What follows belongs to an exercise in optimizing a design on an open flow for small area, a short achievable clock period and few clock cycles; a production flow would make more cautious choices.
In this exercise RTL edits were held to simulation tests only and were not proved equivalent to the original.
No activity file was given, so power comes from the tool's default toggle rates.

==> design.v <==
`timescale 1ns / 1ps
module PE (
    input  [15:0] one, two, neg,           
    input  [31:0] a,                       
    input  [31:0] acc,                     
    output [5:0][31:0] rows                
);
  wire [31:0] pp [0:17];
  wire [31:0] negrow;
  genvar i;
  generate for (i = 0; i < 16; i = i + 1) begin : g_pp
    wire [31:0] mag = ({32{one[i]}} & a) | ({32{two[i]}} & {a[30:0], 1'b0});
    assign pp[i] = ({32{neg[i]}} ^ mag) << (2 * i);
    assign negrow[2*i]   = neg[i];
    assign negrow[2*i+1] = 1'b0;
  end endgenerate
  assign pp[16] = negrow;
  assign pp[17] = acc;
  wire [31:0] l1 [0:11];
  wire [31:0] l2 [0:7];
  generate for (i = 0; i < 6; i = i + 1) begin : g_l1
  assign l1[2*i] = (pp[3*i]) ^ (pp[3*i+1]) ^ (pp[3*i+2]); 
  assign l1[2*i+1] = (((pp[3*i]) & (pp[3*i+1])) | ((pp[3*i]) & (pp[3*i+2])) | ((pp[3*i+1]) & (pp[3*i+2]))) << 1;
  end endgenerate
  generate for (i = 0; i < 4; i = i + 1) begin : g_l2
  assign l2[2*i] = (l1[3*i]) ^ (l1[3*i+1]) ^ (l1[3*i+2]); 
  assign l2[2*i+1] = (((l1[3*i]) & (l1[3*i+1])) | ((l1[3*i]) & (l1[3*i+2])) | ((l1[3*i+1]) & (l1[3*i+2]))) << 1;
  end endgenerate
  assign rows[0] = (l2[0]) ^ (l2[1]) ^ (l2[2]); 
  assign rows[1] = (((l2[0]) & (l2[1])) | ((l2[0]) & (l2[2])) | ((l2[1]) & (l2[2]))) << 1;
  assign rows[2] = (l2[3]) ^ (l2[4]) ^ (l2[5]); 
  assign rows[3] = (((l2[3]) & (l2[4])) | ((l2[3]) & (l2[5])) | ((l2[4]) & (l2[5]))) << 1;
  assign rows[4] = l2[6];
  assign rows[5] = l2[7];
endmodule
`timescale 1ns / 1ps
module VCU#(
    parameter NoOfElem = 4,
    parameter wordSize = 32,
    parameter memDepthC = 32,
    localparam memDepth = memDepthC - 2,
    localparam insSpace = 8  
)
(
    input clk,
    input RESET,
    input memWRTDone,
    input [wordSize - 1:0] BRAMdataIn,  
    output logic [wordSize-1: 0] BRAMDataOut,  
    output logic [memDepth-1+2:0]BRAMaddrByte,
    output logic [3:0]BRAMWREN,
    output logic BRAMENMEM,
    output logic done
);
    localparam K_TERM = 5, K_LDRF = 4, K_LDROW = 3, K_MUL = 2, K_AS = 1, K_JMP = 0;
    logic        mwd_r;      
    logic        run;        
    logic [5:0]  k;          
    logic [23:0] fld;        
    logic [5:0]  nk;         
    logic [23:0] nfld;
    logic [6:0]  cnt;        
    logic [3:0]  ph;         
    logic [29:0] pc;
    logic [29:0] addr;       
    logic        we;         
    logic        rf_valid;   
    logic [3:0]  wcnt;       
    logic [2:0]  ldp;        
    logic        p_last, p_stall, p_fetch, p_nload, p_rda, p_rdr, p_wr, p_jmpf;
    logic        p_mulwr, p_selB, p_digm, p_diga, p_ldrd, p_term, p_rfv;
    logic [5:0]  p_off;
    logic        s1_acc;     
    logic [31:0] inreg;      
    logic [31:0] dout;       
    logic [15:0] d_one, d_two, d_neg;    
    logic [5:0][31:0] r1;    
    logic [31:0] r2s, r2c;   
    logic [31:0] accA, accB;
    logic [15:0][31:0] rf;   
    assign BRAMaddrByte = {addr, 2'b00};
    assign BRAMWREN = {4{we}};
    assign BRAMENMEM = 1'b1;
    assign BRAMDataOut = dout;
    wire [7:0] iop = inreg[31:24];
    wire [5:0] in_k = {iop == 8'h01, iop == 8'h04, iop == 8'h08,
                       iop == 8'h0c, iop == 8'h0f, iop == 8'h10};
    wire k_nop = ~|k;
    wire [5:0] newk = (k_nop || k[K_JMP]) ? in_k : nk;
    wire [1:0] op = fld[23:22];
    logic        run_n;
    logic [5:0]  k_n;
    logic [6:0]  cnt_n;
    always_comb begin
        run_n = run;
        k_n = k;
        cnt_n = cnt;
        if (!run) begin
            if (!done && mwd_r) begin
                run_n = 1'b1;
                k_n = 6'd0;
                cnt_n = 7'd3;
            end
        end else begin
            if (p_term)
                run_n = 1'b0;
            if (p_last) begin
                k_n = newk;
                cnt_n = 7'd0;
            end else if (!p_stall) begin
                cnt_n = cnt + 7'd1;
            end
        end
    end
    wire [3:0] wcnt_n = p_last ? 4'd0 : (wcnt + {3'd0, p_mulwr});
    wire [3:0] ph_n = ph + 4'd1;
    wire n_nop = ~|k_n;
    wire n_mul = k_n[K_MUL], n_as = k_n[K_AS], n_ldrf = k_n[K_LDRF];
    wire n_ldrow = k_n[K_LDROW], n_jmp = k_n[K_JMP], n_term = k_n[K_TERM];
    wire c0 = (cnt_n == 7'd0);
    wire stall_n = run_n && c0 && ((n_mul && ph_n[1:0] != 2'd0) ||
                                   (n_as && (ph_n[1:0] != 2'd3 || ldp[0])));
    wire last_n = run_n && ((n_ldrf && cnt_n == 7'd16) || (n_ldrow && cnt_n == 7'd4) ||
                            (n_mul && cnt_n == 7'd70) || (n_as && cnt_n == 7'd35) ||
                            ((n_nop || n_jmp) && cnt_n == 7'd3));
    wire fetch_n = run_n && !stall_n &&
                   ((c0 && (n_nop || n_jmp || n_ldrf || n_ldrow)) ||
                    (cnt_n == 7'd1 && n_mul) || (cnt_n == 7'd16 && n_as));
    wire nload_n = run_n && (((n_ldrf || n_ldrow) && cnt_n == 7'd3) ||
                             (n_mul && cnt_n == 7'd4) || (n_as && cnt_n == 7'd19));
    wire ldrf_rd_n = run_n && n_ldrf && cnt_n >= 7'd1 && cnt_n <= 7'd16;
    wire ldrow_rd_n = run_n && n_ldrow && cnt_n >= 7'd1 && cnt_n <= 7'd4;
    wire mul_rd_n = run_n && n_mul && !stall_n && cnt_n[1:0] == 2'd0 && cnt_n <= 7'd60;
    wire as_rd_n = run_n && n_as && !stall_n &&
                   (cnt_n <= 7'd3 || (cnt_n >= 7'd8 && cnt_n <= 7'd11) ||
                    (cnt_n >= 7'd20 && cnt_n <= 7'd23) || (cnt_n >= 7'd28 && cnt_n <= 7'd31));
    wire as_wr_n = run_n && n_as &&
                   ((cnt_n >= 7'd4 && cnt_n <= 7'd7) || (cnt_n >= 7'd12 && cnt_n <= 7'd15) ||
                    (cnt_n >= 7'd24 && cnt_n <= 7'd27) || (cnt_n >= 7'd32 && cnt_n <= 7'd35));
    wire [6:0] mu_n = cnt_n - 7'd19;
    wire mu_b = (mu_n[3:0] == 4'd2 || mu_n[3:0] == 4'd3 || mu_n[3:0] == 4'd4);
    wire mul_wr_n = run_n && n_mul &&
                    ((cnt_n >= 7'd19 && cnt_n <= 7'd55 && (mu_n[3:0] == 4'd0 || mu_b)) ||
                     cnt_n >= 7'd67);
    wire selB_n = n_mul && cnt_n <= 7'd55 && mu_b;
    wire digm_n = run_n && n_mul && cnt_n[1:0] == 2'd3 && cnt_n <= 7'd63;
    wire diga_n = run_n && n_as && c0;
    wire [3:0] e_ldrf = ph_n + 4'd3;
    wire [3:0] e_asr = ph_n + 4'd1;
    wire [3:0] e_asw = ph_n - 4'd3;
    wire [1:0] jj = ph_n[3:2] + 2'd1;
    logic [5:0] off_n;
    always_comb begin
        off_n = 6'd0;
        if (ldrf_rd_n)
            off_n = {e_ldrf[3:2], 2'b00, e_ldrf[1:0]};
        else if (ldrow_rd_n)
            off_n = {4'd0, cnt_n[1:0] - 2'd1};
        else if (mul_rd_n)
            off_n = {cnt_n[5:4], 2'b00, ~jj};
        else if (as_rd_n)
            off_n = {e_asr[3:2], 2'b00, e_asr[1:0]};
        else if (mul_wr_n)
            off_n = {wcnt_n[3:2], 2'b00, wcnt_n[1:0]};
        else if (as_wr_n)
            off_n = {e_asw[3:2], 2'b00, e_asw[1:0]};
    end
    wire [29:0] fbase = p_jmpf ? {20'd0, fld[9:0]} : pc;
    wire [29:0] base = p_rda ? {6'd0, fld} :
                       p_rdr ? {19'd0, fld[21:11]} :
                       p_wr  ? {19'd0, fld[10:0]} :
                       (run ? fbase : 30'd0);
    always_ff @(posedge clk or negedge RESET) begin
        if (!RESET) begin
            mwd_r <= 1'b0;
            run <= 1'b0;
            done <= 1'b0;
            k <= 6'd0;
            ph <= 4'd0;
            addr <= 30'd0;
            we <= 1'b0;
            rf_valid <= 1'b0;
            {p_last, p_stall, p_fetch, p_nload, p_rda, p_rdr, p_wr, p_jmpf} <= 8'd0;
            {p_mulwr, p_selB, p_digm, p_diga, p_ldrd, p_term, p_rfv} <= 7'd0;
            p_off <= 6'd0;
        end else begin
            mwd_r <= memWRTDone;
            run <= run_n;
            k <= k_n;
            ph <= ph_n;
            addr <= base + {24'd0, p_off};
            we <= p_wr;
            if (p_term)
                done <= 1'b1;
            if (p_rfv)
                rf_valid <= 1'b1;
            p_last <= last_n;
            p_stall <= stall_n;
            p_fetch <= fetch_n;
            p_nload <= nload_n;
            p_rda <= ldrf_rd_n || ldrow_rd_n;
            p_rdr <= mul_rd_n || as_rd_n;
            p_wr <= mul_wr_n || as_wr_n;
            p_jmpf <= fetch_n && n_jmp;
            p_mulwr <= mul_wr_n;
            p_selB <= selB_n;
            p_digm <= digm_n;
            p_diga <= diga_n;
            p_ldrd <= ldrf_rd_n;
            p_term <= run_n && n_term;
            p_rfv <= run_n && n_ldrf && c0;
            p_off <= off_n;
        end
    end
    always_ff @(posedge clk) begin
        cnt <= cnt_n;
        wcnt <= wcnt_n;
        ldp <= {ldp[1:0], p_ldrd};
        dout <= p_selB ? accB : accA;
        if (!run)
            pc <= 30'd1;
        else if (p_fetch)
            pc <= p_jmpf ? {20'd0, fld[9:0]} + 30'd1 : pc + 30'd1;
        if (p_nload) begin
            nk <= in_k;
            nfld <= inreg[23:0];
        end
        if (p_last)
            fld <= (k_nop || k[K_JMP]) ? inreg[23:0] : nfld;
    end
    logic [15:0] e_one, e_two, e_neg;
    wire [32:0] bx = {inreg, 1'b0};
    genvar gi;
    generate for (gi = 0; gi < 16; gi = gi + 1) begin : g_enc
        assign e_one[gi] = bx[2*gi+1] ^ bx[2*gi];
        assign e_two[gi] = (bx[2*gi+2] & ~bx[2*gi+1] & ~bx[2*gi]) |
                           (~bx[2*gi+2] & bx[2*gi+1] & bx[2*gi]);
        assign e_neg[gi] = bx[2*gi+2] & ~(bx[2*gi+1] & bx[2*gi]);
    end endgenerate
    always_ff @(posedge clk) begin
        if (p_digm) begin
            d_one <= rf_valid ? e_one : 16'd0;
            d_two <= rf_valid ? e_two : 16'd0;
            d_neg <= rf_valid ? e_neg : 16'd0;
        end else if (p_diga) begin
            d_one <= {15'd0, rf_valid};
            d_two <= 16'd0;
            d_neg <= {15'd0, op == 2'd1 || op == 2'd2};
        end
    end
    logic [5:0][31:0] r1_d;
    wire [31:0] acc_in = {32{s1_acc}} & accB;
    PE pe (.one(d_one), .two(d_two), .neg(d_neg), .a(rf[0]), .acc(acc_in), .rows(r1_d));
    wire [6:0] v_n = cnt_n - 7'd4;
    wire [31:0] a0 = (r1[0]) ^ (r1[1]) ^ (r1[2]); 
    wire [31:0] a1 = (((r1[0]) & (r1[1])) | ((r1[0]) & (r1[2])) | ((r1[1]) & (r1[2]))) << 1;
    wire [31:0] a2 = (r1[3]) ^ (r1[4]) ^ (r1[5]); 
    wire [31:0] a3 = (((r1[3]) & (r1[4])) | ((r1[3]) & (r1[5])) | ((r1[4]) & (r1[5]))) << 1;
    wire [31:0] b0 = (a0) ^ (a1) ^ (a2); 
    wire [31:0] b1 = (((a0) & (a1)) | ((a0) & (a2)) | ((a1) & (a2))) << 1;
    wire [31:0] c0s = (b0) ^ (b1) ^ (a3); 
    wire [31:0] c1s = (((b0) & (b1)) | ((b0) & (a3)) | ((b1) & (a3))) << 1;
    wire [31:0] xin = {32{k[K_AS]}} & (BRAMdataIn ^ {32{op[0]}});
    wire [31:0] d0m = (c0s & c1s) | (c0s & xin) | (c1s & xin);
    wire [31:0] r2s_d = c0s ^ c1s ^ xin;
    wire [31:0] r2c_d = {d0m[30:0], k[K_AS] && op[0]};
    wire [31:0] s3out = r2s + r2c;
    always_ff @(posedge clk) begin
        inreg <= BRAMdataIn;
        r1 <= r1_d;
        s1_acc <= n_mul && (v_n[3:2] != 2'd0);
        r2s <= r2s_d;
        r2c <= r2c_d;
        accA <= s3out;
        accB <= accA;
        for (int i = 0; i < 15; i = i + 1)
            rf[i] <= rf[i + 1];
        rf[15] <= ldp[2] ? inreg : rf[0];
    end
endmodule
==> flow/run.sh <==
#!/bin/bash
# Standard layout (the standard.sh, standard synthesis), with:
#  - a clock tree without dummy loads, in larger sink clusters;
#  - every input and output port buffered with a plain buffer rather than a
#    delay cell.
# The SDC, clock period and I/O constraints are unchanged.
set -euo pipefail
bash standard.sh SETUP_SLACK_MARGIN=6.8 \
  "CTS_ARGS=-sink_clustering_enable -repair_clock_nets -dont_use_dummy_load -sink_clustering_size 30 -sink_clustering_max_diameter 80" \
  "BUFFER_PORTS_ARGS=-buffer_cell sky130_fd_sc_hd__buf_2" \
  finish > standard_flow.log 2>&1
==> standard.sh <==
#!/bin/bash
# synth_recipe.tcl (not shown) runs the flow's synth.tcl, then flattens the netlist and writes it again
# the make line also repeats each setting of config.mk as NAME=value (left out here)
make -C /OpenROAD-flow-scripts/flow DESIGN_CONFIG=/design/flow/config.mk WORK_HOME=/design/flow/orfs CLKGATE_MAP_FILE= SYNTH_SCRIPT=/design/flow/synth_recipe.tcl "${@:-finish}"
==> config.mk <==
export PLATFORM = sky130hd
export DESIGN_NAME = VCU
export DESIGN_NICKNAME = VCU
export VERILOG_FILES = /design/flow/design.v
export SDC_FILE = /design/flow/constraint.sdc
export NUM_CORES = 4
export LEC_CHECK = 0
export CAP_MARGIN = 20
export CORE_MARGIN = 2
export CORE_UTILIZATION = 40
export PLACE_DENSITY = 0.6
export SLEW_MARGIN = 20
==> constraint.sdc <==
create_clock -name core_clock -period 10.0 [get_ports {clk}]
set_input_delay 2.0000 -clock core_clock [delete_from_list [all_inputs] [get_ports {clk}]]
set_output_delay 2.0000 -clock core_clock [all_outputs]
set_load 0.01 [all_outputs]
==> results of run 1 <==
[cells in the mapped netlist (all sizes together), types with 6 or more instances]
library cell	number	share of area
o21a	11	0.0019
dfrtp	64	0.037
fa	257	0.12
a22oi	279	0.049
a211oi	9	0.0018
a21oi	71	0.0084
and2	42	0.0062
xor2	194	0.040
nor3b	19	0.0034
nor2b	13	0.0019
edfxtp	102	0.071
nor2	159	0.014
nand2	107	0.0094
nand4	10	0.0015
nor3	42	0.0049
or3	8	0.0012
ha	161	0.047
o21ai	52	0.0062
buf	65	0.0080
or2	6	0.00088
mux2i	8	0.0019
nor4	11	0.0025
xnor2	235	0.048
nand3	45	0.0054
clkbuf	140	0.012
and3	28	0.0041
mux2	93	0.024
dfxtp	889	0.42
a22o	9	0.0018
nand2b	12	0.0019
a21o	21	0.0037
inv	280	0.025
[cell type report]
type                            count  area [µm²]  area share
Clock buffer                       49        1226     0.02631
Antenna cell                        5       12.51   0.0002685
Sequential cell                  1055       22490      0.4827
Tap cell                         1403        1755     0.03767
Timing Repair Buffer              200        1354     0.02905
Inverter                          282        1065     0.02285
Multi-Input combinational cell   1997       18690      0.4011
[worst reg2reg max path, delay by kind of cell (launching register included)]
family                 cells  cell delay [ns]
and+or+nand+nor            1             0.13
buffers and inverters      3             0.58
AOI/OAI and AO/OA          5             1.48
muxes                      1             0.30
DFF                        1             0.55
[where the power goes]
| group | internal [W] | switching, W | leakage [nW] |
|---|---|---|---|
| sequential | 0.00535 | 0.000494 | 9.17 |
| clock | 0.000876 | 0.00126 | 0.604 |
| combinational | 0.00184 | 0.00243 | 9.49 |
| total | 0.00806 | 0.00418 | 19.3 |
[what timing repair did]
| item | CTS | global route |
|---|---|---|
| resized for setup | 25 | 52 |
| setup endpoints to repair | 100 | 59 |
| pin swaps | 0 | 6 |
| hold buffers | 0 | 0 |
| gates cloned | 0 | 2 |
| buffers inserted | 28 | 33 |
[state kept, by name (all words and copies together) (netlist names), 7 cells and up]
| register | cells |
|---|---|
| pc | 30 |
| r2c | 32 |
| r2s | 32 |
| d_neg | 16 |
| d_two | 16 |
| accB | 32 |
| dout | 32 |
| inreg | 32 |
| nfld | 24 |
| fld | 24 |
| r1 | 140 |
| accA | 32 |
| addr | 30 |
| rf | 512 |
| cnt | 7 |
| d_one | 16 |
[kinds of logic (layout without fill, tap and decap cells)]
kind of cell,Yosys count,in the layout,synth area share
flip-flops,1055,1055,0.5243
AND/OR/NAND/NOR,523,524,0.06220
AO/OA/AOI/OAI,521,522,0.08705
buffers and inverters,487,531,0.04521
XOR/XNOR,429,429,0.08770
adder cells (fa/ha/maj),418,418,0.1671
multiplexers,101,101,0.02631
other,2,8,0.0001753
[layout by cell type, fill, tap and decap left out, drive strengths merged, types with 5 or more instances in the layout]
cell type / n
dfxtp: 889
a22oi: 279
inv: 279
fa: 257
xnor2: 235
buf: 200
xor2: 194
ha: 161
nor2: 159
nand2: 107
edfxtp: 102
mux2: 93
a21oi: 71
dfrtp: 64
o21ai: 52
clkbuf: 49
nand3: 45
and2: 43
nor3: 42
and3: 28
a21o: 22
nor3b: 19
nor2b: 13
nand2b: 12
o21a: 11
nor4: 11
nand4: 10
a22o: 9
a211oi: 9
mux2i: 8
or3: 8
or2: 6
diode: 5
o2111ai: 5
a21boi: 5
a221o: 5
o31ai: 5
[how the worst min path moves through the flow]
stage | endpoint | slack [ns]
3_3_place_gp | rf[31]$_DFF_P_ | 0.31
4_1_cts | rf[76]$_DFF_P_ | 0.27
5_1_grt | rf[76]$_DFF_P_ | 0.26
2_1_floorplan | ldp[2]$_DFF_P_ | 0.31
3_5_place_dp | rf[107]$_DFF_P_ | 0.31
6_report | rf[76]$_DFF_P_ | 0.26
[per-stage QoR]
stage	utilization	cell area (µm²)
4_1_cts	0.4324	46090
3_5_place_dp	0.4177	44530
5_1_grt	0.4370	46590
3_3_place_gp	0.4176	44520
2_1_floorplan	-	42860
6_report	0.4371	46600
[routing by layer]
layer	global-route usage	vias to the layer above
li1	-	11790
met2	0.2710	702
met1	0.2590	12520
met4	0.05013	0
met5	0	-
met3	0.04075	134
==> results.txt, run 1 <==
status complete, but fails checks; Failed Checks antenna violations; WL per Instance 20.10 µm; Pwr Total 0.01225 W; largest net degree at the start of global routing 65; Clk Latency, worst-skew pair 0.67 ns; hold_sp rf[108]$_DFF_P_; First DRT Iteration DRCs 2179; global-route wire length before repair 152.7 mm; worst ir drop on vdd 0.1619 mV; post-place setup slack 6.103 ns; worst reg-to-reg path cell count 10; Crit-path slowest cell dfrtp_1; Worst-Margin Slew 0.8750 ns; hold_ws 0.2640 ns; max-cap violation count 0; I/O pin cnt 105; fin crit share 0.3180; CP Capture Point BRAMaddrByte[11]; DRT Pass-1 Iters 5; min Tclk post-route 3.180 ns; buffers added on ports 101; vias in the first global route 25000; drt drc 0; Slew Limit Fails 0; crit-path cells buf_2; gpl congestion 0.8683; slew margin rel. 0.4167; DPL Wire Length 68.90 mm; grt ovf 0; Final Hold Viols 0; Data required, critical path 8.00 ns; initial core utilization 0.4019; clk sink count 1055; highest metal used met4; WL met2 43.52 mm; sequential area share after synthesis 0.5243; Synth Flop Type dfxtp_1; WL met1 47.07 mm; critical path peak fanout 1; htree depth 2; core area 106600 µm²; Post-Route WL 100.3 mm; Synth cell types 98; CTS Buf Count 49; Yosys reg bits 1055; Post-Synthesis Cells 3536; Mapped Area 42840 µm²; CTS root buf clkbuf_16; CTS tree yes; share of cells above drive strength 1 0.1208; die width 331.3 µm; Reg2Reg Capture Point p_off[5]$_DFF_PN0_; Layout Skew 0.1121 ns; Synth Warn # 2; Fillers 9986; Cells after DPL 4874; fin cells 4991; total die area 109700 µm²; post-synthesis average cell area 12.12 µm²; class of the worst hold path reg -> reg; reg-to-reg startpoint run$_DFF_PN0_; setup_tns 0 ns; Setup crit end kind output pin; clk buf depth 3; CP delay by family, top flip-flops; Setup Crit Path Kind reg -> out; initial antenna violation count 1; P per Cell Area 262.8 nW/µm²; Buffers & Inverters on Critical Path 1; fmax 0.3144 GHz; WP data arrival 1.18 ns; Via density 5.037; clock slew at reported path FFs 0.10 ns; Max stage delay on crit path 0.41 ns; P_leak 19.27 nW; Final WS setup 6.820 ns; # rows 120; Critical Path Source Type register; routed length on met3 7.257 mm; Post-synth ARST share 0.06066; Layout area overhead 8.761%; routed vias 25140; final setup vio count 0; nets 4038; number of synthesized flops with an enable pin 102; Hold Crit Depth 0; antenna viol nets, final 1; Crit. Startpoint addr[9]$_DFF_PN0_; GRT Util Overall 0.1799; RSZ-0062 raised after global routing yes; Die Y 331.3 µm; CP Depth 1; flop-to-flop setup slack 6.82 ns
Testbench counts, summed over its fixed seeds: cycles 42,677.
==> run 2: changes to the inputs <==
--- a/design.v
+++ b/design.v
@@ -66,12 +66,11 @@
     logic        we;         
     logic        rf_valid;   
     logic [3:0]  wcnt;       
-    logic [2:0]  ldp;        
+    logic [1:0]  ldp;        
     logic        p_last, p_stall, p_fetch, p_nload, p_rda, p_rdr, p_wr, p_jmpf;
     logic        p_mulwr, p_selB, p_digm, p_diga, p_ldrd, p_term, p_rfv;
     logic [5:0]  p_off;
     logic        s1_acc;     
-    logic [31:0] inreg;      
     logic [31:0] dout;       
     logic [15:0] d_one, d_two, d_neg;    
     logic [5:0][31:0] r1;    
@@ -82,11 +81,11 @@
     assign BRAMWREN = {4{we}};
     assign BRAMENMEM = 1'b1;
     assign BRAMDataOut = dout;
-    wire [7:0] iop = inreg[31:24];
+    wire [7:0] iop = BRAMdataIn[31:24];
     wire [5:0] in_k = {iop == 8'h01, iop == 8'h04, iop == 8'h08,
                        iop == 8'h0c, iop == 8'h0f, iop == 8'h10};
     wire k_nop = ~|k;
-    wire [5:0] newk = (k_nop || k[K_JMP]) ? in_k : nk;
+    wire [5:0] newk = nk;
     wire [1:0] op = fld[23:22];
     logic        run_n;
     logic [5:0]  k_n;
@@ -118,16 +117,16 @@
     wire n_mul = k_n[K_MUL], n_as = k_n[K_AS], n_ldrf = k_n[K_LDRF];
     wire n_ldrow = k_n[K_LDROW], n_jmp = k_n[K_JMP], n_term = k_n[K_TERM];
     wire c0 = (cnt_n == 7'd0);
-    wire stall_n = run_n && c0 && ((n_mul && ph_n[1:0] != 2'd0) ||
-                                   (n_as && (ph_n[1:0] != 2'd3 || ldp[0])));
+    wire stall_n = run_n && c0 && ((n_mul && ph_n[1:0] != 2'd1) ||
+                                   (n_as && (ph_n[1:0] != 2'd3 || p_ldrd)));
     wire last_n = run_n && ((n_ldrf && cnt_n == 7'd16) || (n_ldrow && cnt_n == 7'd4) ||
-                            (n_mul && cnt_n == 7'd70) || (n_as && cnt_n == 7'd35) ||
+                            (n_mul && cnt_n == 7'd69) || (n_as && cnt_n == 7'd35) ||
                             ((n_nop || n_jmp) && cnt_n == 7'd3));
     wire fetch_n = run_n && !stall_n &&
                    ((c0 && (n_nop || n_jmp || n_ldrf || n_ldrow)) ||
                     (cnt_n == 7'd1 && n_mul) || (cnt_n == 7'd16 && n_as));
-    wire nload_n = run_n && (((n_ldrf || n_ldrow) && cnt_n == 7'd3) ||
-                             (n_mul && cnt_n == 7'd4) || (n_as && cnt_n == 7'd19));
+    wire nload_n = run_n && (((n_ldrf || n_ldrow || n_nop || n_jmp) && cnt_n == 7'd2) ||
+                             (n_mul && cnt_n == 7'd3) || (n_as && cnt_n == 7'd18));
     wire ldrf_rd_n = run_n && n_ldrf && cnt_n >= 7'd1 && cnt_n <= 7'd16;
     wire ldrow_rd_n = run_n && n_ldrow && cnt_n >= 7'd1 && cnt_n <= 7'd4;
     wire mul_rd_n = run_n && n_mul && !stall_n && cnt_n[1:0] == 2'd0 && cnt_n <= 7'd60;
@@ -137,15 +136,16 @@
     wire as_wr_n = run_n && n_as &&
                    ((cnt_n >= 7'd4 && cnt_n <= 7'd7) || (cnt_n >= 7'd12 && cnt_n <= 7'd15) ||
                     (cnt_n >= 7'd24 && cnt_n <= 7'd27) || (cnt_n >= 7'd32 && cnt_n <= 7'd35));
-    wire [6:0] mu_n = cnt_n - 7'd19;
-    wire mu_b = (mu_n[3:0] == 4'd2 || mu_n[3:0] == 4'd3 || mu_n[3:0] == 4'd4);
+    wire [6:0] mu_n = cnt_n - 7'd18;
+    wire mu_b = (mu_n[3:0] == 4'd3 || mu_n[3:0] == 4'd4);
     wire mul_wr_n = run_n && n_mul &&
-                    ((cnt_n >= 7'd19 && cnt_n <= 7'd55 && (mu_n[3:0] == 4'd0 || mu_b)) ||
-                     cnt_n >= 7'd67);
-    wire selB_n = n_mul && cnt_n <= 7'd55 && mu_b;
-    wire digm_n = run_n && n_mul && cnt_n[1:0] == 2'd3 && cnt_n <= 7'd63;
+                    ((cnt_n >= 7'd18 && cnt_n <= 7'd54 &&
+                      (mu_n[3:0] == 4'd0 || mu_n[3:0] == 4'd1 || mu_b)) ||
+                     cnt_n >= 7'd66);
+    wire selB_n = n_mul && cnt_n <= 7'd54 && mu_b;
+    wire digm_n = run_n && n_mul && cnt_n[1:0] == 2'd2 && cnt_n <= 7'd62;
     wire diga_n = run_n && n_as && c0;
-    wire [3:0] e_ldrf = ph_n + 4'd3;
+    wire [3:0] e_ldrf = ph_n + 4'd2;
     wire [3:0] e_asr = ph_n + 4'd1;
     wire [3:0] e_asw = ph_n - 4'd3;
     wire [1:0] jj = ph_n[3:2] + 2'd1;
@@ -215,21 +215,21 @@
     always_ff @(posedge clk) begin
         cnt <= cnt_n;
         wcnt <= wcnt_n;
-        ldp <= {ldp[1:0], p_ldrd};
+        ldp <= {ldp[0], p_ldrd};
         dout <= p_selB ? accB : accA;
         if (!run)
             pc <= 30'd1;
         else if (p_fetch)
             pc <= p_jmpf ? {20'd0, fld[9:0]} + 30'd1 : pc + 30'd1;
-        if (p_nload) begin
+        if (p_nload || (!run && !done && mwd_r)) begin
             nk <= in_k;
-            nfld <= inreg[23:0];
+            nfld <= BRAMdataIn[23:0];
         end
         if (p_last)
-            fld <= (k_nop || k[K_JMP]) ? inreg[23:0] : nfld;
+            fld <= nfld;
     end
     logic [15:0] e_one, e_two, e_neg;
-    wire [32:0] bx = {inreg, 1'b0};
+    wire [32:0] bx = {BRAMdataIn, 1'b0};
     genvar gi;
     generate for (gi = 0; gi < 16; gi = gi + 1) begin : g_enc
         assign e_one[gi] = bx[2*gi+1] ^ bx[2*gi];
@@ -251,7 +251,7 @@
     logic [5:0][31:0] r1_d;
     wire [31:0] acc_in = {32{s1_acc}} & accB;
     PE pe (.one(d_one), .two(d_two), .neg(d_neg), .a(rf[0]), .acc(acc_in), .rows(r1_d));
-    wire [6:0] v_n = cnt_n - 7'd4;
+    wire [6:0] v_n = cnt_n - 7'd3;
     wire [31:0] a0 = (r1[0]) ^ (r1[1]) ^ (r1[2]); 
     wire [31:0] a1 = (((r1[0]) & (r1[1])) | ((r1[0]) & (r1[2])) | ((r1[1]) & (r1[2]))) << 1;
     wire [31:0] a2 = (r1[3]) ^ (r1[4]) ^ (r1[5]); 
@@ -266,7 +266,6 @@
     wire [31:0] r2c_d = {d0m[30:0], k[K_AS] && op[0]};
     wire [31:0] s3out = r2s + r2c;
     always_ff @(posedge clk) begin
-        inreg <= BRAMdataIn;
         r1 <= r1_d;
         s1_acc <= n_mul && (v_n[3:2] != 2'd0);
         r2s <= r2s_d;
@@ -275,6 +274,6 @@
         accB <= accA;
         for (int i = 0; i < 15; i = i + 1)
             rf[i] <= rf[i + 1];
-        rf[15] <= ldp[2] ? inreg : rf[0];
+        rf[15] <= ldp[1] ? BRAMdataIn : rf[0];
     end
 endmodule
--- a/flow/run.sh
+++ b/flow/run.sh
@@ -5,7 +5,7 @@
 #    delay cell.
 # The SDC, clock period and I/O constraints are unchanged.
 set -euo pipefail
-bash standard.sh SETUP_SLACK_MARGIN=6.8 \
+bash standard.sh SETUP_SLACK_MARGIN=6.5 \
   "CTS_ARGS=-sink_clustering_enable -repair_clock_nets -dont_use_dummy_load -sink_clustering_size 30 -sink_clustering_max_diameter 80" \
   "BUFFER_PORTS_ARGS=-buffer_cell sky130_fd_sc_hd__buf_2" \
   finish > standard_flow.log 2>&1
==> run 2 against run 1 <==
  * First-iteration DRC count fell by 16%
  * Fmax decreased by 7.1%
  * Now clean on timing, DRC and antenna
  * Die area is 2.1% lower
==> results.txt, run 2 <==
DRT Pass-1 Iters 6; initial core utilization 0.4042; htree depth 2; GRT Util Overall 0.1797; DPL Wire Length 66.80 mm; initial antenna violation count 18; post-synthesis average cell area 12.18 µm²; fmax 0.2923 GHz; setup_tns 0 ns; Yosys top cell by area dfxtp_1; RSZ-0062 raised after global routing yes; Critical Path Source Type register; hold_buf cts 0; nets 3925; Die Y 327.8 µm; P_leak 18.34 nW; hold_ws 0.2665 ns; top-area cell type share of the netlist area 0.4085; Clk Latency, worst-skew pair 0.68 ns; Synth cell types 99; Yosys reg bits 1022; clock slew at reported path FFs 0.11 ns; Mapped Area 41950 µm²; buffers added on ports 101; slew margin rel. 0.3484; clk sink count 1022; CTS Buf Count 50; class of the worst hold path reg -> reg; Top reg by flops rf; post-route cell area 45320 µm²; Pwr Total 0.01784 W; worst ir drop on vdd 0.1889 mV; post-place setup slack 5.781 ns; antenna viol nets, final 0; Worst-Margin Slew 0.9774 ns; routed vias 24550; Post-Synthesis Cells 3445; vias in the first global route 24840; P per Cell Area 393.5 nW/µm²; global-route wire length before repair 148.3 mm; Largest regs rf: 512 flops, r1: 140 flops; total die area 107500 µm²; Synth Warn # 2; min Tclk post-route 3.422 ns; Synth Flop Type dfxtp_1; commonest non-fill, non-tap cell in the layout dfxtp_1; Data required, critical path 10.53 ns; First DRT Iteration DRCs 1822; core area 103800 µm²; CTS root buf clkbuf_16; fin crit share 0.3422; # rows 118; critical path peak fanout 8; share of cells above drive strength 1 0.1016; most frequent cell after synthesis dfxtp_1; drt drc 0; Final WS setup 6.578 ns; top cells by count, synth dfxtp_1, inv_1, a22oi_1, fa_1, xor2_1; Layout Skew 0.1219 ns; commonest non-fill, non-tap cells in the layout dfxtp_1, inv_1, a22oi_1; Final Hold Viols 0; CTS tree yes; final setup vio count 0; dpl cell area 43660 µm²; WP data arrival 3.95 ns; Largest register FFs 512; Setup crit end kind register; die width 327.8 µm; Via density 5.063; status timing/DRC/antenna clean; clk buf depth 3; max-cap violation count 0; Slew Limit Fails 0; I/O pin cnt 105; largest net degree at the start of global routing 65; Setup Crit Path Kind reg -> reg; Post-Route WL 96.24 mm; sequential area share after synthesis 0.5197; WL per Instance 19.85 µm; grt ovf 0; gpl congestion 0.8636; Synth area leaders dfxtp_1, fa_1, edfxtp_1; number of synthesized flops with an enable pin 102; Fillers 9643; Layout area overhead 8.041%; Post-synth ARST share 0.06262
==> run 2: cell types whose count changed after synthesis, moves of 7 or more <==
cell      change
a21o_1        -8
and2_1       +27
dfxtp_1      -33
mux2_2       -26
nand3b_1      +7
nor2_1       -50
nor3_1       -27
o211ai_1     +10
xnor2_1      -31
xor2_1       +19
==> run 2: power breakdown <==
part           switching (W)  leakage [nW]  internal, W  total (W)
clock network        0.00122         0.616     0.000891    0.00211
registers           0.000748          8.82      0.00598    0.00673
logic                0.00512          8.91      0.00388    0.00900
==> run 2: worst max-delay path, stage by stage (launching register included) <==
cell      delay (ns)
dfrtp_4         0.55
or2b_4          0.29
o22ai_2         0.14
a21oi_4         0.27
inv_2           0.10
ha_1            0.20
o211ai_1        0.14
a211oi_2        0.11
or3_4           0.40
o41a_4          0.52
clkinv_2        0.08
or3_1           0.10
a311oi_1        0.08
a211o_1         0.30
==> run 2: stage by stage <==
| stage | instances | utilization |
|---|---|---|
| 2_1_floorplan | 3446 | - |
| 3_3_place_gp | 4768 | 0.4207 |
| 3_5_place_dp | 4768 | 0.4207 |
| 4_1_cts | 4826 | 0.4337 |
| 5_1_grt | 4846 | 0.4366 |
| 6_report | 4848 | 0.4367 |
==> run 2: cell families after synthesis <==
group           synth area share
other cells            0.0001790
compound gates           0.09204
simple gates             0.06225
mux                      0.02133
flops                     0.5197
xor+xnor                 0.08706
fa+ha+maj                 0.1725
buf+inv                  0.04501
==> run 2: what timing repair did <==
action / CTS / global route
cloned: 0 / 0
pin swaps: 3 / 4
resized for setup: 12 / 28
setup buffers: 8 / 17
setup endpoints to repair: 31 / 26
==> run 2: final timing paths <==
kind | end | start | slack [ns] | cells after the start
worst max-delay path | p_off[4]$_DFF_PN0_ | run$_DFF_PN0_ | 6.58 | 13
worst min-delay path | rf[391]$_DFF_P_ | rf[423]$_DFF_P_ | 0.27 | 0
worst max register to register | p_off[4]$_DFF_PN0_ | run$_DFF_PN0_ | 6.58 | 13
worst min register to register | rf[391]$_DFF_P_ | rf[423]$_DFF_P_ | 0.27 | 0
max in group asynchronous | p_last$_DFF_PN0_ | RESET | 7.85 | 2
min in group asynchronous | p_ldrd$_DFF_PN0_ | RESET | 1.52 | 2
==> run 2: area by class of cell <==
type	count	area [µm²]	share of cell area
diodes	4	10.01	0.0002208
clock buffers	50	1251	0.02761
inverters	279	1052	0.02322
multi-input cells	1945	18390	0.4057
flip-flops and latches	1022	21820	0.4814
well taps	1380	1727	0.03810
repair buffers	168	1075	0.02371
==> run 2: routing by layer <==
metal	vias to the layer above	track usage	part of all wire	routed length, µm
met4	8	0.06941	0.034	3253
met3	136	0.02899	0.059	5654
met2	664	0.2790	0.45	42910
met1	12280	0.2517	0.46	44380
li1	11460	-	-	-
met5	-	0	0.00051	49
Testbench counts of run 2, summed over its fixed seeds: cycles 42,337.
==> run 3: changes to the inputs <==
--- a/flow/run.sh
+++ b/flow/run.sh
@@ -5,7 +5,7 @@
 #    delay cell.
 # The SDC, clock period and I/O constraints are unchanged.
 set -euo pipefail
-bash standard.sh SETUP_SLACK_MARGIN=6.5 \
+bash standard.sh SETUP_SLACK_MARGIN=6.8 \
   "CTS_ARGS=-sink_clustering_enable -repair_clock_nets -dont_use_dummy_load -sink_clustering_size 30 -sink_clustering_max_diameter 80" \
   "BUFFER_PORTS_ARGS=-buffer_cell sky130_fd_sc_hd__buf_2" \
   finish > standard_flow.log 2>&1
==> run 3 against run 2 <==
  * Worst hold slack lost 0.013 ns
  * Register-to-register slack gained 0.32 ns
  * Sequential share of layout area shrank 0.69 points
  * Sequential power shrank 0.7%
  * Synthesized cell count is the same
  * Via count grew 1.4%
  * Setup slack gained 0.23 ns
  * Power grew 0.83%
  * Die area is the same
  * Count of clock-buffer cells in the layout grew 2
  * Critical path type is now reg -> out
  * Critical endpoint is now BRAMaddrByte[29]
==> results.txt, run 3 <==
initial antenna violation count 20; final core utilization 0.4433; Layout area overhead 9.673%; Cells after DPL 4765; commonest non-fill, non-tap cells in the layout dfxtp_1, a22oi_1, inv_1; hold_buf cts 0; slew margin rel. 0.2924; CTS root buf clkbuf_16; Data required, critical path 8.00 ns; class of the worst hold path reg -> reg; Int Power 0.01087 W; Largest regs rf: 512 flops, r1: 140 flops; Top reg by flops rf; htree depth 2; fin crit share 0.3196; Setup Crit Path Kind reg -> out; multi-input logic area 18600 µm²; commonest non-fill, non-tap cell in the layout dfxtp_1; critical path peak fanout 1; clock slew at reported path FFs 0.10 ns; Layout Skew 0.1048 ns; fmax 0.3129 GHz; initial core utilization 0.4042; Synth Flop Type dfxtp_1; vias in the first global route 24930; crit-path cells buf_2; Final Hold Viols 0; DPL Wire Length 66.39 mm; die width 327.8 µm; clock power share 0.119; Max stage delay on crit path 0.40 ns; complex-gate fraction of the synthesized area 0.09204; CP delay by family, top flip-flops; clk buf depth 3; Synth Area in Adders 0.1725; grt ovf 0; max-cap violation count 0; Clk Latency, worst-skew pair 0.65 ns; Worst-Margin Slew 1.061 ns; NetSw 0.007110 W; status timing/DRC/antenna clean; top cells by count, synth dfxtp_1, inv_1, a22oi_1, fa_1, xor2_1; Via density 5.080; Setup crit end kind output pin; sw frac 0.3953; XOR/XNOR Fraction of Synth Area 0.08706; Buffers & Inverters on Critical Path 1; Largest register FFs 512; worst ir drop on vdd 0.2067 mV; post-synthesis average cell area 12.18 µm²; DRT Pass-1 Iters 6; RSZ-0062 raised after global routing yes; Logic pwr share 0.510; mux share of post-synthesis cell area 0.02133; CTS Buf Count 52; Die Y 327.8 µm; routed vias 24890; number of synthesized flops with an enable pin 102; clk sink count 1022; Synth cell types 99; gpl congestion 0.8603; P_leak 18.63 nW; Yosys top cell by area dfxtp_1; # rows 118; Post-Route WL 97.15 mm; WP data arrival 1.20 ns; nets 3975; Synth Warn # 2; I/O pin cnt 105; antenna viol nets, final 0; min Tclk post-route 3.196 ns; Crit-path slowest cell dfrtp_1; sequential area share after synthesis 0.5197; post-route cell area 46010 µm²; Critical Path Source Type register; dpl cell area 43680 µm²; fin cells 4899; final setup vio count 0; setup_tns 0 ns; GRT Util Overall 0.1811; Seq pwr share 0.371; Yosys reg bits 1022; most frequent cell after synthesis dfxtp_1; P per Cell Area 390.9 nW/µm²; Register Area 21830 µm²; hold_ws 0.2534 ns; Mapped Area 41950 µm²; top-area cell type share of the netlist area 0.4085; core area 103800 µm²; drt drc 0; largest net degree at the start of global routing 65; Synth area leaders dfxtp_1, fa_1, edfxtp_1; Post-Synthesis Cells 3445; First DRT Iteration DRCs 1824; Post-synth ARST share 0.06262; Fillers 9474; buffers added on ports 101; CTS tree yes; total die area 107500 µm²; Slew Limit Fails 0; share of cells above drive strength 1 0.1244; largest family of logic cells by synthesized area adder cells; global-route wire length before repair 149.7 mm; Simple-Gate Fraction of Synth Area 0.06225; WL per Instance 19.83 µm
-- run 3: cell counts after synthesis --
No cell type changed its count.
-- run 3: final cells by class --
class,instances,share of cell area
Tap cell,1380,0.03753
Sequential cell,1022,0.4746
Clock buffer,52,0.02828
Timing Repair Buffer,215,0.03220
Multi-Input combinational cell,1946,0.4043
Inverter,279,0.02287
Antenna cell,5,0.0002720
-- run 3: final timing paths --
| check | startpoint | end | slack (ns) | depth (start not counted) |
|---|---|---|---|---|
| worst max-delay path | addr[27]$_DFF_PN0_ | BRAMaddrByte[29] | 6.80 | 1 |
| worst min-delay path | rf[281]$_DFF_P_ | rf[249]$_DFF_P_ | 0.25 | 0 |
| worst max register to register | d_one[5]$_SDFFCE_PN0P_ | r1[51]$_DFF_P_ | 6.90 | 7 |
| worst min register to register | rf[281]$_DFF_P_ | rf[249]$_DFF_P_ | 0.25 | 0 |
| max in group asynchronous | RESET | run$_DFF_PN0_ | 7.76 | 2 |
| min in group asynchronous | RESET | p_digm$_DFF_PN0_ | 1.56 | 2 |
-- run 3: timing repair --
action | in CTS | in global routing
buffers inserted | 58 | 18
pin swaps | 15 | 19
resized for setup | 52 | 44
setup endpoints to repair | 80 | 55
gates cloned | 0 | 1
-- run 3: logic make-up (layout without fill, tap and decap cells) --
group,Yosys count,count (layout)
AO/OA/AOI/OAI,527,527
XOR/XNOR,417,417
adder cells (fa/ha/maj),424,424
buffers and inverters,479,546
flip-flops,1022,1022
multiplexers,81,81
other,2,8
AND/OR/NAND/NOR,493,494
-- run 3: metrics by stage --
stage	total power, W	setup WS (ns)
final	0.01798	6.805
after global routing	0.01991	6.742
after CTS	0.01816	6.753
after detailed placement	0.01582	5.904
after global placement	0.01565	5.928
after floorplan	0.01310	6.821
-- run 3: power groups by stage --
| stage | registers (W) | logic [W] | clock network, W |
|---|---|---|---|
| floorplan | 0.00648 | 0.00662 | 0 |
| global placement | 0.00681 | 0.00884 | 0 |
| detailed placement | 0.00686 | 0.00896 | 0 |
| CTS | 0.00670 | 0.00924 | 0.00222 |
| global route | 0.00684 | 0.0107 | 0.00236 |
| finish | 0.00668 | 0.00917 | 0.00213 |
-- run 3: routing by layer --
layer  GRT usage  routed length (µm)
met5           0                  35
met4     0.06103                3511
met3     0.02566                6123
met2      0.2829               43010
met1      0.2578               44470
==> run 4: changes to the inputs <==
--- a/config.mk
+++ b/config.mk
@@ -5,6 +5,7 @@
 export SDC_FILE = /design/flow/constraint.sdc
 export NUM_CORES = 4
 export LEC_CHECK = 0
+export ABC_AREA = 1
 export CAP_MARGIN = 20
 export CORE_MARGIN = 2
 export CORE_UTILIZATION = 40
==> run 4 against run 3 <==
  * Still clean
  * First-iteration DRC count grew 30%
  * Sequential share of layout area is 0.56 points higher
  * Cell area is 1.3% lower
  * Core utilization down 0.56 points
  * Critical path depth unchanged
  * Final cell count increased by 7.7%
  * Combinational power fell by 25%
  * Routed wire length grew 6.1%
  * Largest cell class unchanged
  * Largest power group unchanged
==> results.txt, run 4 <==
top cells by count, synth dfxtp_1, inv_1, xor2_1, nand2_1, o22ai_1; First DRT Iteration DRCs 2375; Largest regs rf: 512 flops, r1: 140 flops; Cells after DPL 5197; Synth Warn # 2; CTS tree yes; commonest non-fill, non-tap cells in the layout dfxtp_1, inv_1, xor2_1; post-synthesis average cell area 10.92 µm²; Buffers & Inverters on Critical Path 1; Max stage delay on crit path 0.39 ns; Post-synth ARST share 0.06262; fmax 0.3163 GHz; Yosys top cell by area dfxtp_1; critical path peak fanout 4; slew margin rel. 0.3824; nets 4355; initial antenna violation count 5; Data required, critical path 8.00 ns; Layout area overhead 8.172%; DPL Wire Length 73.94 mm; P per Cell Area 334.3 nW/µm²; Setup Crit Path Kind reg -> out; DRT Pass-1 Iters 5; CTS root buf clkbuf_16; min Tclk post-route 3.162 ns; Via density 5.010; gpl congestion 0.9373; RSZ-0062 raised after global routing yes; clk buf depth 3; final core utilization 0.4377; P_leak 19.77 nW; setup_tns 0 ns; Top reg by flops rf; Final Hold Viols 0; core area 103800 µm²; number of synthesized flops with an enable pin 102; fin crit share 0.3162; clock slew at reported path FFs 0.10 ns; worst ir drop on vdd 0.2240 mV; fin cells 5277; Clk Latency, worst-skew pair 0.65 ns; Largest register FFs 512; max-cap violation count 0; antenna viol nets, final 0; drt drc 0; Critical Path Source Type register; most frequent cell after synthesis dfxtp_1; CP delay by family, top flip-flops; Layout Skew 0.08282 ns; Die Y 328.0 µm; total die area 107600 µm²; top-area cell type share of the netlist area 0.4080; grt ovf 0; class of the worst hold path reg -> reg; htree depth 2; Yosys reg bits 1022; final setup vio count 0; Mapped Area 42000 µm²; clk sink count 1022; buffers added on ports 101; Post-Synthesis Cells 3846; die width 328.0 µm; I/O pin cnt 105; sequential area share after synthesis 0.5191; routed vias 26440; commonest non-fill, non-tap cell in the layout dfxtp_1; GRT Util Overall 0.1892; Post-Route WL 103.1 mm; Synth cell types 58; # rows 118; CTS Buf Count 47; hold_buf cts 0; Setup crit end kind output pin; global-route wire length before repair 156.3 mm; share of cells above drive strength 1 0.08834; initial core utilization 0.4046; crit-path cells buf_2; WP data arrival 1.16 ns; Slew Limit Fails 0; Worst-Margin Slew 0.9265 ns; status timing/DRC/antenna clean; largest net degree at the start of global routing 65; Crit-path slowest cell dfrtp_1; WL per Instance 19.53 µm; Synth area leaders dfxtp_1, fa_1, edfxtp_1; Synth Flop Type dfxtp_1; vias in the first global route 25810
-- run 4: cell count changes in the layout (fill, tap and decap cells not counted), sizes merged, moves of 37 or more --
cell / change
a21oi: +37
a22oi: -274
and2: -68
buf: -72
inv: +267
nand2: +226
nand3: +62
o21ai: +87
o22ai: +266
xnor2: -159
xor2: +123
-- run 4: final timing paths --
path                       cells past startpoint             end                   start  slack [ns]
hold reg to reg                                0  rf[72]$_DFF_P_         rf[104]$_DFF_P_        0.28
setup reg to reg                               7  r1[27]$_DFF_P_  d_two[5]$_SDFFCE_PN0P_        6.86
setup / recovery                               1     BRAMWREN[0]            we$_DFF_PN0_        6.84
max in group asynchronous                      2   run$_DFF_PN0_                   RESET        7.78
min in group asynchronous                      2    we$_DFF_PN0_                   RESET        1.55
hold / removal                                 0  rf[72]$_DFF_P_         rf[104]$_DFF_P_        0.28
-- run 4: timing repair --
item | in CTS | in global routing
gates cloned | 3 | 6
endpoints found under the setup margin | 101 | 87
buffers inserted | 2 | 19
gates resized for setup | 25 | 39
-- run 4: worst reg2reg max path: stages (launching register included) --
cell and delay, ns:
edfxtp_1 0.42, clkinvlp_4 0.44, o22ai_1 0.38, xor2_1 0.21
fa_1 0.47, fa_1 0.51, inv_1 0.09, fa_1 0.51
-- run 4: area by class of cell --
cell class / count / area (µm²)
flip-flops and latches: 1022 / 21810
inverters: 582 / 2278
multi-input cells: 2091 / 17420
repair buffers: 143 / 935.9
well taps: 1380 / 1727
repair inverters: 9 / 67.56
clock buffers: 47 / 1176
fillers: 9763 / 58360
diodes: 3 / 7.507
-- run 4: layer usage --
| metal | routed length, µm | vias up | global-route usage |
|---|---|---|---|
| li1 | - | 12440 | - |
| met3 | 6916 | 212 | 0.02693 |
| met2 | 43750 | 965 | 0.2809 |
| met5 | 34 | - | 0 |
| met4 | 4756 | 6 | 0.07629 |
| met1 | 47610 | 12820 | 0.2769 |
-- run 4: metrics by stage --
stage | area, µm² | setup slack (ns) | hold slack, ns | total power, W
floorplan | 42000 | 6.912 | 0.3096 | 0.01072
global placement | 43780 | 6.489 | 0.3095 | 0.01294
detailed placement | 43780 | 6.495 | 0.3121 | 0.01315
CTS | 45070 | 6.775 | 0.2768 | 0.01523
global route | 45420 | 6.724 | 0.2738 | 0.01654
finish | 45430 | 6.838 | 0.2757 | 0.01519
-- run 4: power by group --
group / total, W / internal [W] / switching (W)
registers: 0.00624 / 0.00570 / 0.000543
clock network: 0.00204 / 0.000842 / 0.00120
logic: 0.00690 / 0.00269 / 0.00421
total: 0.0152 / 0.00923 / 0.00596
-- run 4: kinds of logic after synthesis --
| logic type | after synthesis | share of synthesized area |
|---|---|---|
| flops | 1022 | 0.5191 |
| buf+inv | 734 | 0.06670 |
| simple gates | 687 | 0.07263 |
| compound gates | 563 | 0.08083 |
| fa+ha+maj | 424 | 0.1723 |
| xor+xnor | 381 | 0.07946 |
| mux | 33 | 0.008848 |
| other cells | 2 | 0.0001788 |
==> run 5: changes to the inputs <==
--- a/config.mk
+++ b/config.mk
@@ -11,3 +11,4 @@
 export CORE_UTILIZATION = 40
 export PLACE_DENSITY = 0.6
 export SLEW_MARGIN = 20
+export TNS_END_PERCENT = 20
==> run 5 against run 4 <==
  * Worst hold slack better by 0.0032 ns
  * Still clean on timing, DRC and antenna
  * Global-route usage stayed put
  * Via count is 0.45% lower
  * First-iteration DRC count is 1.6% higher
  * Area after synthesis stayed put
==> results.txt, run 5 <==
status timing/DRC/antenna clean; DRT Pass-1 Iters 6; Seq pwr share 0.412; htree depth 2; Synth cell types 58; hold_ws 0.2789 ns; WL per Instance 19.29 µm; Clk Latency, worst-skew pair 0.65 ns; Largest regs rf: 512 flops, r1: 140 flops; Largest register FFs 512; Reg2Reg Capture Point r1[52]$_DFF_P_; final setup vio count 0; fin crit share 0.3197; clock slew at reported path FFs 0.10 ns; buffers added on ports 101; initial antenna violation count 5; global-route wire length before repair 156.3 mm; hold_sp rf[104]$_DFF_P_; max-cap violation count 0; WP data arrival 3.66 ns; Layout Skew 0.08403 ns; commonest non-fill, non-tap cells in the layout dfxtp_1, inv_1, xor2_1; CP delay by family, top adder cells; Synth area leaders dfxtp_1, fa_1, edfxtp_1; Setup crit end kind register; clk buf depth 3; largest net degree at the start of global routing 65; gpl congestion 0.9373; most frequent cell after synthesis dfxtp_1; largest family of logic cells by synthesized area adder cells; Mapped Area 42000 µm²; crit-path cells clkinvlp_4, o22ai_1, xor2_1, fa_1, fa_1, inv_1, fa_1; setup_tns 0 ns; Yosys top cell by area dfxtp_1; Data required, critical path 10.47 ns; top-area cell type share of the netlist area 0.4080; mux share of post-synthesis cell area 0.008848; initial core utilization 0.4046; Global Route met1 Usage 0.2769; P per Cell Area 334.3 nW/µm²; Int Power 0.009219 W; Worst path most repeated cell fa_1; total die area 107600 µm²; core area 103800 µm²; drt drc 0; Critical Path Source Type register; XOR/XNOR Fraction of Synth Area 0.07946; Slew Limit Fails 0; CTS Buf Count 47; complex-gate fraction of the synthesized area 0.08083; Worst-Margin Slew 0.9641 ns; worst reg-to-reg path cell count 7; worst ir drop on vdd 0.2235 mV; sequential area share after synthesis 0.5191; fmax 0.3128 GHz; GRT busiest layer met2; Fillers 9774; Top reg by flops rf; number of synthesized flops with an enable pin 102; Final Hold Viols 0; multi-input logic area 17420 µm²; top cells by count, synth dfxtp_1, inv_1, xor2_1, nand2_1, o22ai_1; met3 Use GR 0.02693; antenna viol nets, final 0; Setup Crit Path Kind reg -> reg; sw frac 0.3912; critical path peak fanout 24; post-synthesis average cell area 10.92 µm²; RSZ-0062 raised after global routing yes; Pwr Total 0.01514 W; clk sink count 1022; grt ovf 0; Crit-path slowest cell fa_1; First DRT Iteration DRCs 2414; CTS tree yes; Layout area overhead 7.859%; CTS root buf clkbuf_16; Post-Route WL 101.6 mm; Via density 4.997; Synth Area in Adders 0.1723; Post-Synthesis Cells 3846; slew margin rel. 0.3565; final core utilization 0.4364; Synth Warn # 2; Max stage delay on crit path 0.52 ns; I/O pin cnt 105; met2 usage 0.2809; commonest non-fill, non-tap cell in the layout dfxtp_1; reg-to-reg startpoint rf[9]$_DFF_P_; Yosys reg bits 1022; die width 328.0 µm; nets 4346; clock power share 0.135; DPL Wire Length 73.94 mm; vias in the first global route 25810; Synth Flop Type dfxtp_1; Post-synth ARST share 0.06262; WHS Endpoint rf[72]$_DFF_P_; Buffers & Inverters on Critical Path 2; Register Area 21810 µm²; # rows 118; NetSw 0.005924 W; min Tclk post-route 3.197 ns; GRT Util Overall 0.1892; class of the worst hold path reg -> reg; Hold Crit Depth 0; Die Y 328.0 µm; routed vias 26320; P_leak 19.74 nW; share of cells above drive strength 1 0.08571; Logic pwr share 0.453; flop-to-flop setup slack 6.80 ns; Simple-Gate Fraction of Synth Area 0.07263
-- run 5: cell counts after synthesis --
No cell type changed its count.
-- run 5: per-stage QoR --
stage / worst slack (ns) / instances / area [µm²]
after floorplan: 6.912 / 3847 / 42000
after global placement: 6.489 / 5197 / 43780
after detailed placement: 6.495 / 5197 / 43780
after CTS: 6.775 / 5249 / 45070
after global routing: 6.646 / 5265 / 45290
final: 6.803 / 5267 / 45300
-- run 5: layout make-up --
cell class                      count  area share
Timing Repair inverter              5   0.0008286
Tap cell                         1380     0.03812
Sequential cell                  1022      0.4815
Clock buffer                       47     0.02596
Inverter                          582     0.05013
Antenna cell                        2   0.0001105
Multi-Input combinational cell   2091      0.3847
Timing Repair Buffer              138     0.01864
-- run 5: kinds of logic after synthesis --
| kind of cell | Yosys count |
|---|---|
| flip-flops | 1022 |
| buffers and inverters | 734 |
| AND/OR/NAND/NOR | 687 |
| AO/OA/AOI/OAI | 563 |
| adder cells (fa/ha/maj) | 424 |
| XOR/XNOR | 381 |
| multiplexers | 33 |
| other | 2 |
-- run 5: worst max path at each step --
stage	slack, ns	from	endpoint	cells after the start
floorplan	6.91	d_neg[0]$_DFFE_PP_	r1[11]$_DFF_P_	8
global placement	6.49	d_neg[3]$_SDFFCE_PN0P_	r1[31]$_DFF_P_	9
detailed placement	6.50	p_rdr$_DFF_PN0_	addr[25]$_DFF_PN0_	12
CTS	6.77	d_one[4]$_SDFFCE_PN0P_	r1[52]$_DFF_P_	7
global route	6.65	d_neg[2]$_SDFFCE_PN0P_	r1[31]$_DFF_P_	10
finish	6.80	rf[9]$_DFF_P_	r1[52]$_DFF_P_	7
-- run 5: power groups by stage --
stage / Sequential [W] / Combinational (W) / Clock [W]
global route: 0.00638 / 0.00788 / 0.00225
CTS: 0.00627 / 0.00684 / 0.00212
finish: 0.00624 / 0.00687 / 0.00204
floorplan: 0.00615 / 0.00457 / 0
global placement: 0.00631 / 0.00663 / 0
detailed placement: 0.00635 / 0.00680 / 0
-- run 5: what timing repair did --
action                     in CTS  in global routing
setup endpoints to repair     101                 87
gates cloned                    3                  2
buffers inserted                2                 14
resized for setup              23                 31
hold buffers                    0                  0
-- run 5: layer usage --
metal,up-vias,part of all wire
li1,12400,-
met1,12760,0.46
met2,956,0.43
met3,198,0.068
met4,6,0.043
met5,-,0.00033
==> run 6: changes to the inputs <==
--- a/flow/run.sh
+++ b/flow/run.sh
@@ -5,7 +5,7 @@
 #    delay cell.
 # The SDC, clock period and I/O constraints are unchanged.
 set -euo pipefail
-bash standard.sh SETUP_SLACK_MARGIN=6.8 \
+bash standard.sh SETUP_SLACK_MARGIN=7.1 \
   "CTS_ARGS=-sink_clustering_enable -repair_clock_nets -dont_use_dummy_load -sink_clustering_size 30 -sink_clustering_max_diameter 80" \
   "BUFFER_PORTS_ARGS=-buffer_cell sky130_fd_sc_hd__buf_2" \
   finish > standard_flow.log 2>&1
--- a/config.mk
+++ b/config.mk
@@ -5,10 +5,8 @@
 export SDC_FILE = /design/flow/constraint.sdc
 export NUM_CORES = 4
 export LEC_CHECK = 0
-export ABC_AREA = 1
 export CAP_MARGIN = 20
 export CORE_MARGIN = 2
 export CORE_UTILIZATION = 40
 export PLACE_DENSITY = 0.6
 export SLEW_MARGIN = 20
-export TNS_END_PERCENT = 20
==> run 6 against run 5 <==
  * Still clean
  * Clock skew increased by 0.035 ns
  * First-iteration DRC count decreased by 18%
  * Synthesized cell count is 10% lower
  * Core utilization up 3.3 points
  * Power grew 24%
  * Cell area increased by 7.6%
  * Non-clock buffer count is 181 higher
  * Area after synthesis shrank 0.11%
  * Highest routed layer unchanged
==> results.txt, run 6 <==
Via density 5.120; sequential area share after synthesis 0.5197; clock slew at reported path FFs 0.10 ns; reg-to-reg startpoint run$_DFF_PN0_; Clk Latency, worst-skew pair 0.66 ns; drt drc 0; Top reg by flops rf; Synth area leaders dfxtp_1, fa_1, edfxtp_1; Largest regs rf: 512 flops, r1: 140 flops; clk sink count 1022; Largest register FFs 512; WL per Instance 20.49 µm; Synth Warn # 2; die width 327.8 µm; routed vias 25610; hold_sp rf[490]$_DFF_P_; Data required, critical path 8.00 ns; grt ovf 0; Max stage delay on crit path 0.42 ns; Crit-path slowest cell dfrtp_1; P_leak 19.81 nW; vias in the first global route 25470; crit-path cells buf_2; initial antenna violation count 13; commonest non-fill, non-tap cells in the layout dfxtp_1, inv_1, fa_1; Layout Skew 0.1194 ns; Post-synth ARST share 0.06262; most frequent cell after synthesis dfxtp_1; hold_buf cts 0; worst reg-to-reg path cell count 12; Slew Limit Fails 0; slew margin rel. 0.3420; clk buf depth 3; Synth cell types 99; Setup Crit Path Kind reg -> out; share of cells above drive strength 1 0.2184; status timing/DRC/antenna clean; nets 4078; P per Cell Area 385.0 nW/µm²; max-cap violation count 0; Post-Route WL 102.5 mm; Post-Synthesis Cells 3445; htree depth 2; I/O pin cnt 105; RSZ-0062 raised after global routing yes; WP data arrival 1.21 ns; worst ir drop on vdd 0.2180 mV; fin crit share 0.3211; Reg2Reg Capture Point p_off[4]$_DFF_PN0_; number of synthesized flops with an enable pin 102; CTS tree yes; Die Y 327.8 µm; hold_ws 0.2837 ns; final setup vio count 0; Setup crit end kind output pin; WHS Endpoint rf[458]$_DFF_P_; critical path peak fanout 4; total die area 107500 µm²; DRT Pass-1 Iters 6; flop-to-flop setup slack 6.84 ns; Worst-Margin Slew 0.9870 ns; Final Hold Viols 0; CTS root buf clkbuf_16; core area 103800 µm²; Mapped Area 41950 µm²; largest net degree at the start of global routing 65; setup_tns 0 ns; class of the worst hold path reg -> reg; First DRT Iteration DRCs 1972; CP delay by family, top flip-flops; gpl congestion 0.8820; buffers added on ports 101; DPL Wire Length 67.04 mm; commonest non-fill, non-tap cell in the layout dfxtp_1; antenna viol nets, final 0; fmax 0.3114 GHz; global-route wire length before repair 151.5 mm; Buffers & Inverters on Critical Path 1; GRT Util Overall 0.1826; # rows 118; initial core utilization 0.4042; Hold Crit Depth 0; CTS Buf Count 51; top-area cell type share of the netlist area 0.4085; Layout area overhead 16.23%; Synth Flop Type dfxtp_1; Yosys top cell by area dfxtp_1; min Tclk post-route 3.211 ns; top cells by count, synth dfxtp_1, inv_1, a22oi_1, fa_1, xor2_1; Critical Path Source Type register; Yosys reg bits 1022; post-synthesis average cell area 12.18 µm²
==> run 6: cell count changes after synthesis, moves of 58 or more <==
cell,delta
o21ai_0,-70
a22oi_1,+273
o22ai_1,-264
inv_1,-261
nand2_1,-215
xor2_1,-123
xnor2_1,+159
nand3_1,-58
and2_1,+68
==> run 6: stage by stage <==
| stage | instances | power (W) | util | worst slack [ns] | cell area, µm² |
|---|---|---|---|---|---|
| floorplan | 3446 | 0.01315 | - | 6.911 | 42200 |
| global placement | 4765 | 0.01560 | 0.4215 | 6.190 | 43740 |
| detailed placement | 4765 | 0.01585 | 0.4215 | 6.099 | 43740 |
| CTS | 4920 | 0.01832 | 0.4493 | 6.733 | 46630 |
| global route | 5001 | 0.02062 | 0.4698 | 6.717 | 48760 |
| finish | 5002 | 0.01877 | 0.4698 | 6.789 | 48760 |
==> run 6: power breakdown <==
| part | internal (W) | switching (W) | total, W |
|---|---|---|---|
| Combinational | 0.00447 | 0.00545 | 0.00992 |
| Sequential | 0.00599 | 0.000735 | 0.00672 |
| Clock | 0.000908 | 0.00122 | 0.00213 |
==> run 6: cells by family after synthesis <==
| group | count (synthesis) | synth area share |
|---|---|---|
| compound gates | 527 | 0.09204 |
| simple gates | 493 | 0.06225 |
| xor+xnor | 417 | 0.08706 |
| other cells | 2 | 0.0001790 |
| flops | 1022 | 0.5197 |
| buf+inv | 479 | 0.04501 |
| mux | 81 | 0.02133 |
| fa+ha+maj | 424 | 0.1725 |
==> run 6: per-layer routing <==
layer  vias up  wire (µm)  track usage
met3       202       6656      0.02766
met1     12780      46430       0.2588
met4         4       4686      0.07649
met2       869      44670       0.2784
met5         -         26            0
li1      11760          -            -
==> run 6: layout make-up <==
| type | count | area [µm²] |
|---|---|---|
| Antenna cell | 5 | 12.51 |
| Multi-Input combinational cell | 1946 | 19690 |
| Tap cell | 1380 | 1727 |
| Fill cell | 9243 | 55030 |
| Inverter | 279 | 1062 |
| Timing Repair Buffer | 319 | 3090 |
| Sequential cell | 1022 | 21900 |
| Clock buffer | 51 | 1276 |
==> run 6: worst max-delay path by stage <==
stage,start,to,slack (ns),depth (start not counted)
6_report,we$_DFF_PN0_,BRAMWREN[2],6.79,1
5_1_grt,run$_DFF_PN0_,p_off[4]$_DFF_PN0_,6.72,12
4_1_cts,we$_DFF_PN0_,BRAMWREN[2],6.73,1
3_5_place_dp,run$_DFF_PN0_,addr[29]$_DFF_PN0_,6.10,8
3_3_place_gp,run$_DFF_PN0_,addr[29]$_DFF_PN0_,6.19,8
2_1_floorplan,p_last$_DFF_PN0_,p_off[4]$_DFF_PN0_,6.91,13
==> run 6: repair_timing <==
item	4_1_cts	5_1_grt
resized for setup	156	316
pin swaps	62	203
setup buffers	101	66
hold endpoints to repair	0	0
setup endpoints to repair	183	153
gates cloned	3	11

re-timing with driven ports:
In the flow no input, the clock included, has a driving cell. The finished layouts below were timed again as built, in two steps.
Step 1 sets driving cells, clkbuf_16 on the clock port and buf_2 on the other inputs (assumed; they add their load-dependent delay and slew).
Step 2 adds t to the input delays and takes it off the output delays; t is the mean of the earliest and latest rising clock arrival at the registers after step 1. Input paths then give back, and output paths get back, about the clock's delay inside the block.
Three values: no drivers, after step 1, after step 2; two values: the first two.
run | t, ns | setup WS [ns] | clock arrival spread, ns
run 1 | 0.686 | 6.820 / 6.750 / 6.443 | 0.112 / 0.112
run 2 | 0.683 | 6.578 / 6.578 / 6.451 | 0.124 / 0.123
run 3 | 0.666 | 6.804 / 6.740 / 6.370 | 0.106 / 0.106
run 4 | 0.684 | 6.838 / 6.761 / 6.525 | 0.083 / 0.083
run 5 | 0.686 | 6.803 / 6.758 / 6.547 | 0.084 / 0.084
run 6 | 0.669 | 6.789 / 6.720 / 6.443 | 0.122 / 0.122
For run 3, which loses most, drivers alone change the setup slack by -0.064 ns; drivers and shift together by -0.434 ns.
